Context: an optimization exercise on an open-source flow, tuned for small area, a short achievable clock period and few clock cycles per item. The choices shown serve that exercise and are no tape-out recipe.
At most, simulation tests tie the RTL to the original design; equivalence was not proved.
Only the layout flow was run in run 1; the RTL was not checked for function there.

## flow/design.v (module list and top-level ports; edited modules follow where they fit)
// module logarithm: 1634 lines
// module log_fa: 4 lines
// module log_xor: 3 lines
// module log_maj: 3 lines
// module log_a22oi: 3 lines
// module log_and: 3 lines
// module log_nand: 3 lines
// module log_nor: 3 lines
// module log_inv: 3 lines
// module log_aoi21: 3 lines
// module log_oai21: 3 lines
// module log_xnor: 3 lines
// module log_or: 3 lines
module logarithm #(
	parameter n = 16,
	parameter m = 24,
	parameter k = 5 ,
	parameter p = 24
) (
	input        clk  ,  
	input        reset,  
	input        start,
	input  [0:n] x    ,
	output [1:p] y    ,
	output       done
);
  // ...
==> flow/flow/run.sh <==
#!/bin/bash
# Standard layout, with the smallest buffer on the ports instead of the
# delay buffer that buffer_ports picks by default.
set -e
export BUFFER_PORTS_ARGS="-buffer_cell sky130_fd_sc_hd__buf_1"
bash standard.sh finish > standard_flow.log 2>&1
==> flow/standard.sh <==
#!/bin/bash
# synth_recipe.tcl (not shown) runs the flow's synth.tcl, then flattens the netlist and writes it again
# the make line also repeats each setting of config.mk as NAME=value (left out here)
make -C /OpenROAD-flow-scripts/flow DESIGN_CONFIG=/design/flow/config.mk WORK_HOME=/design/flow/orfs CLKGATE_MAP_FILE= SYNTH_SCRIPT=/design/flow/synth_recipe.tcl "${@:-finish}"
==> flow/config.mk <==
export PLATFORM = sky130hd
export DESIGN_NAME = logarithm
export DESIGN_NICKNAME = logarithm
export VERILOG_FILES = /design/flow/design.v
export SDC_FILE = /design/flow/constraint.sdc
export NUM_CORES = 4
export LEC_CHECK = 0
export CAP_MARGIN = 20
export CORE_MARGIN = 2
export CORE_UTILIZATION = 40
export CTS_BUF_LIST = sky130_fd_sc_hd__clkbuf_4 sky130_fd_sc_hd__clkbuf_8
export SETUP_SLACK_MARGIN = 3.8
export SLEW_MARGIN = 60
export SYNTH_HIERARCHICAL = 1
export SYNTH_MINIMUM_KEEP_SIZE = 0
==> flow/constraint.sdc <==
create_clock -name core_clock -period 9.0 [get_ports {clk}]
set_input_delay 1.8000 -clock core_clock [delete_from_list [all_inputs] [get_ports {clk}]]
set_output_delay 1.8000 -clock core_clock [all_outputs]
set_load 0.01 [all_outputs]
==> metrics.csv, run 1 <==
metric;value;unit
status;finished clean;
drcViolationCount;0;
synth_common_cells;nand2_1 (391), fa_1 (209), inv_1 (94);
wl_met3;1090;um
die_y;168;um
required;9290;ps
avgSynthCellArea;8.56;um2
fin_cells;1586;
rsz0062_at_grt;no;
final_util;42.4;%
worstPathMaxFanout;27;
final_cell_mix;nand2_1 (390), fa_1 (209), inv_1 (93);
htree_levels;2;
grt_pass1_wl;45100;um
synth_top_family_by_area;adder cells;
critPathMostFrequentCell;nand2_1;
whs_path_depth;1;
core;0.0267;mm2
syn_area;0.0108;mm2
final_common_cell;nand2_1;
dieArea;0.0283;mm2
nClkBuffers;5;
n_antenna_cell;0;
setup_viol;0;
synth_compound_area_share;10.2;%
rr_worst_depth;18;
fmax;0.204;GHz
max_flop_register;f;
dpl.hpwl;20000;um
place_area;0.0111;mm2
num_vias;8225;
largestRegisters;f (24), sr (23), q (2);
hold_path.class;flop to flop;
tns;0;ps
ys_types;39;
tritoncts;done;
wl;26800;um
pre_cts_ws;3720;ps
==> run 2: changes to the inputs <==
--- a/flow/design.v
+++ b/flow/design.v
@@ -1572,26 +1572,31 @@
 	log_xor u_sum45 (pp_[45], cy[45], t[45]);
 	log_xor u_sum46 (pp_[46], cy[46], t[46]);
 	log_xor u_sum47 (pp_[47], cy[47], t[47]);
 	log_xor u_sum48 (pp_[48], cy[48], t[48]);
 	log_xor u_sum49 (pp_[49], cy[49], t[49]);
 	assign t[23:0] = 24'd0;
 	wire [25:0] s  = t[49:24];
 	wire        b  = f >= 24'd6949351;
-	wire ge1 = f >= 24'd3174369;
-	wire ge2 = b;
-	wire ge3 = f >= 24'd11438586;
-	wire tb0 = ge2;
-	wire tb1 = (tb0 ? ge3 : ge1);
-	wire [1:0] tbits = {tb0, tb1};
-	reg  [22:0] sr;          
-	reg  [1:0] q;           
+	wire ge1 = f >= 24'd1518468;
+	wire ge2 = f >= 24'd3174369;
+	wire ge3 = f >= 24'd4980142;
+	wire ge4 = b;
+	wire ge5 = f >= 24'd9096789;
+	wire ge6 = f >= 24'd11438586;
+	wire ge7 = f >= 24'd13992335;
+	wire tb0 = ge4;
+	wire tb1 = (tb0 ? ge6 : ge2);
+	wire tb2 = (tb0 ? (tb1 ? ge7 : ge5) : (tb1 ? ge3 : ge1));
+	wire [2:0] tbits = {tb0, tb1, tb2};
+	reg  [21:0] sr;          
+	reg  [2:0] q;           
 	reg         dn;          
-	wire        last = sr[22] & ~dn;
+	wire        last = sr[21] & ~dn;
 	wire        ld = dn;
 	wire        sh = ~ld & b;    
 	wire        sk = ~ld & ~b;   
 	wire [23:0] fs;              
 	log_a22oi u_sel0 (sh, s[1], sk, s[0], fs[0]);
 	log_a22oi u_sel1 (sh, s[2], sk, s[1], fs[1]);
 	log_a22oi u_sel2 (sh, s[3], sk, s[2], fs[2]);
 	log_a22oi u_sel3 (sh, s[4], sk, s[3], fs[3]);
@@ -1620,22 +1625,22 @@
 	always @(posedge clk or negedge reset) begin
 		if (~reset)
 			dn <= 1'b1;
 		else if (start | last)
 			dn <= ~start;
 	end
 	always @(posedge clk) begin
 		if (start | (~dn & ~last))
-			sr <= start ? 23'd1 : {sr[21:0], b};
+			sr <= start ? 22'd1 : {sr[20:0], b};
 		if (last)
 			q <= tbits;
 	end
 	assign done = dn;
-	assign y    = {sr[21:0], q};
+	assign y    = {sr[20:0], q};
 endmodule
 module log_fa (input a, input b, input c, output s, output co);
 	assign s  = a ^ b ^ c;
 	assign co = (a & b) | (a & c) | (b & c);
 endmodule
 module log_xor (input a, input b, output y);
 	assign y = a ^ b;
 endmodule
==> metrics.csv, run 2 <==
metric;value;unit;change
slowest_delay;590;ps;
multi_input_area;0.00899;mm2;
largest_register_ffs;24;;
reg2reg_slack;4080;ps;
antenna_found_initial;0;;
numCtsBuffers;5;;
status;finished clean;;
async_reset_ff_share;2.00;%;
worstPathMaxFanout;27;;unchanged
cts.sink_count;50;;
tns;0;ps;unchanged
register_area;0.00127;mm2;
ys.warnings.count;7;;
io_buffers;44;;
relSlewSlack;60.1;%;
hold_buffers;0;;
drv_slew;0;;
grt_overflow_total;0;;
wl;28600;um;+6.5%
required;9270;ps;-20 ps
row_count;60;;
final_cell_mix;nand2_1 (389), fa_1 (209), inv_1 (93);;
end_kind;flop;;
hold_path.class;flop to flop;;
min_to;dn;;
ys_top_cells_by_area;fa_1 (38%), nand2_1 (13%), xor2_1 (7.3%);;
crit_chain;buf_4 -> nand2_1 -> fa_1 -> fa_1 -> fa_1 -> fa_1 -> maj3_2 -> nand2_1 -> nand2_1 -> nor2_1 -> nand2_2 -> nor2_1 -> a21oi_4 -> buf_12 -> o21ai_1 -> xor2_1 -> a22oi_2 -> nand2_1;;
synth_seq_cells;50;;
syn_area;0.0110;mm2;+2.1%
wl_per_cell;17.6;um;
dpl.hpwl;21500;um;+7.3%
worstReg2RegStart;f[19];;
largestRegisters;f (24), sr (22), q (3);;
clockBufferDepth;2;;
final_common_cell;nand2_1;;
ioPinCount;45;;
synth_edf_count;25;;
syn2layout_area_growth;4.80;%;
cts.reportedPaths.clkPinSlew;110;ps;
crit_family;adder cells;;
fmax;0.203;GHz;-0.25%
final_util;42.8;%;+0.41 points
die_y;170;um;+1.0%
worstSetupPathType;flop to flop;;
max_flop_register;f;;
worst_slew_pin_slew;596;ps;
slowest_stage;fa_1;;
core;0.0270;mm2;+0.84%
grt_pass1_vias;8939;;
avgSynthCellArea;8.50;um2;-0.68%
period_needed;4920;ps;
track_usage;20.9;%;
tritoncts;done;;
seq_area_frac_synth;11.4;%;
arrival;5190;ps;
hold_start;sr[21];;
num_vias;8625;;+4.9%
yosysMostFrequentCell;nand2_1;;
num-fill-cells;2699;;
fin_nets;1511;;
drcViolationCount;0;;unchanged
htree_levels;2;;unchanged
dieArea;0.0288;mm2;+2.0%
gp_congestion;0.862;;
maxCapViolations;0;;
clock_skew;15.2;ps;
whs_path_depth;2;;+1
syn_inst;1294;;
cp-start-kind;flop;;
initial_core_util;40.8;%;
synth_top_area_cell;fa_1;;
rsz0062_at_grt;yes;;
drt_pass1_iterations;5;;
die_x;170;um;
clk_latency;320;ps;
grt_pass1_wl;47300;um;+4.9%
grt_max_degree;31;;
n_antenna_cell;0;;unchanged
first_iter_violations;605;;
synth_ff_type;edfxtp_1;;
ant_nets;0;;
route.detailed.vias_per_inst;5.31;;
reg2reg_to;f[11];;
yosys.area.top_type_share;38.0;%;
ys_types;49;;+26%
setup_viol;0;;unchanged
synth_common_cells;nand2_1 (391), fa_1 (209), inv_1 (94);;
drive_gt1_share;11.5;%;
rr_worst_depth;18;;unchanged
path_buf_inv;2;;
hold_viol_final;0;;
clockRootBuffer;clkbuf_8;;
period_share;54.7;%;
[run 2: worst max-delay path by stage]
stage,startpoint,end,depth (start not counted)
6_report,f[19],f[11],18
5_1_grt,f[3],f[8],19
3_3_place_gp,f[0],f[11],16
2_1_floorplan,f[19],f[22],19
3_5_place_dp,f[4],f[11],17
4_1_cts,f[4],f[11],18
[run 2: per-stage QoR]
step	setup slack, ps	area, um2	cells	hold slack (ps)
after detailed placement	3550	11400	1615	553
after floorplan	3920	11000	1299	496
after global routing	3800	11500	1624	605
after global placement	3290	11300	1614	514
final	4080	11500	1624	574
after CTS	3890	11500	1624	574
[run 2: kinds of logic after synthesis]
kind of cell | Yosys count | share of synthesized area (%)
AND/OR/NAND/NOR | 555 | 20.7
adder cells (fa/ha/maj) | 231 | 40.3
buffers and inverters | 189 | 7.50
AO/OA/AOI/OAI | 153 | 10.9
XOR/XNOR | 115 | 9.16
flip-flops | 50 | 11.4
other | 1 | 0.0341
[run 2: layout make-up]
type	instances	share of cell area [%]
multi-input combinational	1060	78.0
sequential	50	11.0
tap	341	3.70
timing repair buffer	71	3.38
clock inverter	3	0.250
clock buffer	5	0.597
inverter	94	3.06
[run 2: metal layers]
| metal | vias to the layer above | track usage, % | wire [um] |
|---|---|---|---|
| li1 | 3996 | - | - |
| met1 | 4302 | 28.7 | 12300 |
| met2 | 294 | 35.6 | 14000 |
| met3 | 33 | 2.98 | 1830 |
| met4 | 0 | 4.20 | 503 |
| met5 | - | 0 | 0 |
[run 2: repair_timing]
| item | 4_1_cts | 5_1_grt |
|---|---|---|
| resized for setup | 1 | 10 |
| setup endpoints to repair | 17 | 18 |
| buffers inserted | 1 | 0 |
[run 2: per-module statistics from Yosys, one instance, submodules excluded]
module,flip-flops and latches,cells,copies in the design,cell area [um2]
log_fa,0,1,209,20.0
log_nand,0,1,83,3.75
log_xnor,0,1,22,8.76
log_a22oi,0,1,24,12.5
log_aoi21,0,1,48,8.76
log_oai21,0,1,52,5.00
log_nor,0,1,78,3.75
logarithm,50,612,1,3850
log_inv,0,1,53,3.75
log_or,0,1,22,6.26
log_maj,0,1,22,11.3
log_xor,0,1,69,8.76
[run 2: worst register-to-register path, stage by stage (launching register included)]
cell,delay [ps]
dfxtp_1,320
buf_4,330
nand2_1,150
fa_1,590
fa_1,460
fa_1,430
fa_1,490
maj3_2,330
nand2_1,100
nand2_1,70
nor2_1,250
nand2_2,220
nor2_1,230
a21oi_4,90
buf_12,160
o21ai_1,170
xor2_1,290
a22oi_2,120
nand2_1,70
Testbench counts of run 2, summed over its fixed seeds: cycles 38,400, items 1,600.

==> afterwards: timing with drivers on the ports <==
How much do the figures lean on ideal ports? The routed layouts below were timed once more, with nothing changed but the port constraints.
Step 1 sets driving cells, clkbuf_16 on the clock port and buf_2 on the other inputs (assumed; they add their load-dependent delay and slew).
Step 2 also shifts input and output timing later by t, the mid clock arrival at the registers, as if the neighbouring blocks saw the same clock.
Three values: ideal, step 1, step 2; two values: the first two.
run | shift t [ns] | setup WS [ns] | latest minus earliest clock arrival (ns)
run 1 | 0.370 | 4.092 / 4.092 / 4.092 | 0.016 / 0.016
run 2 | 0.350 | 4.080 / 4.080 / 4.080 | 0.016 / 0.016
After both steps every run listed still meets setup and hold.
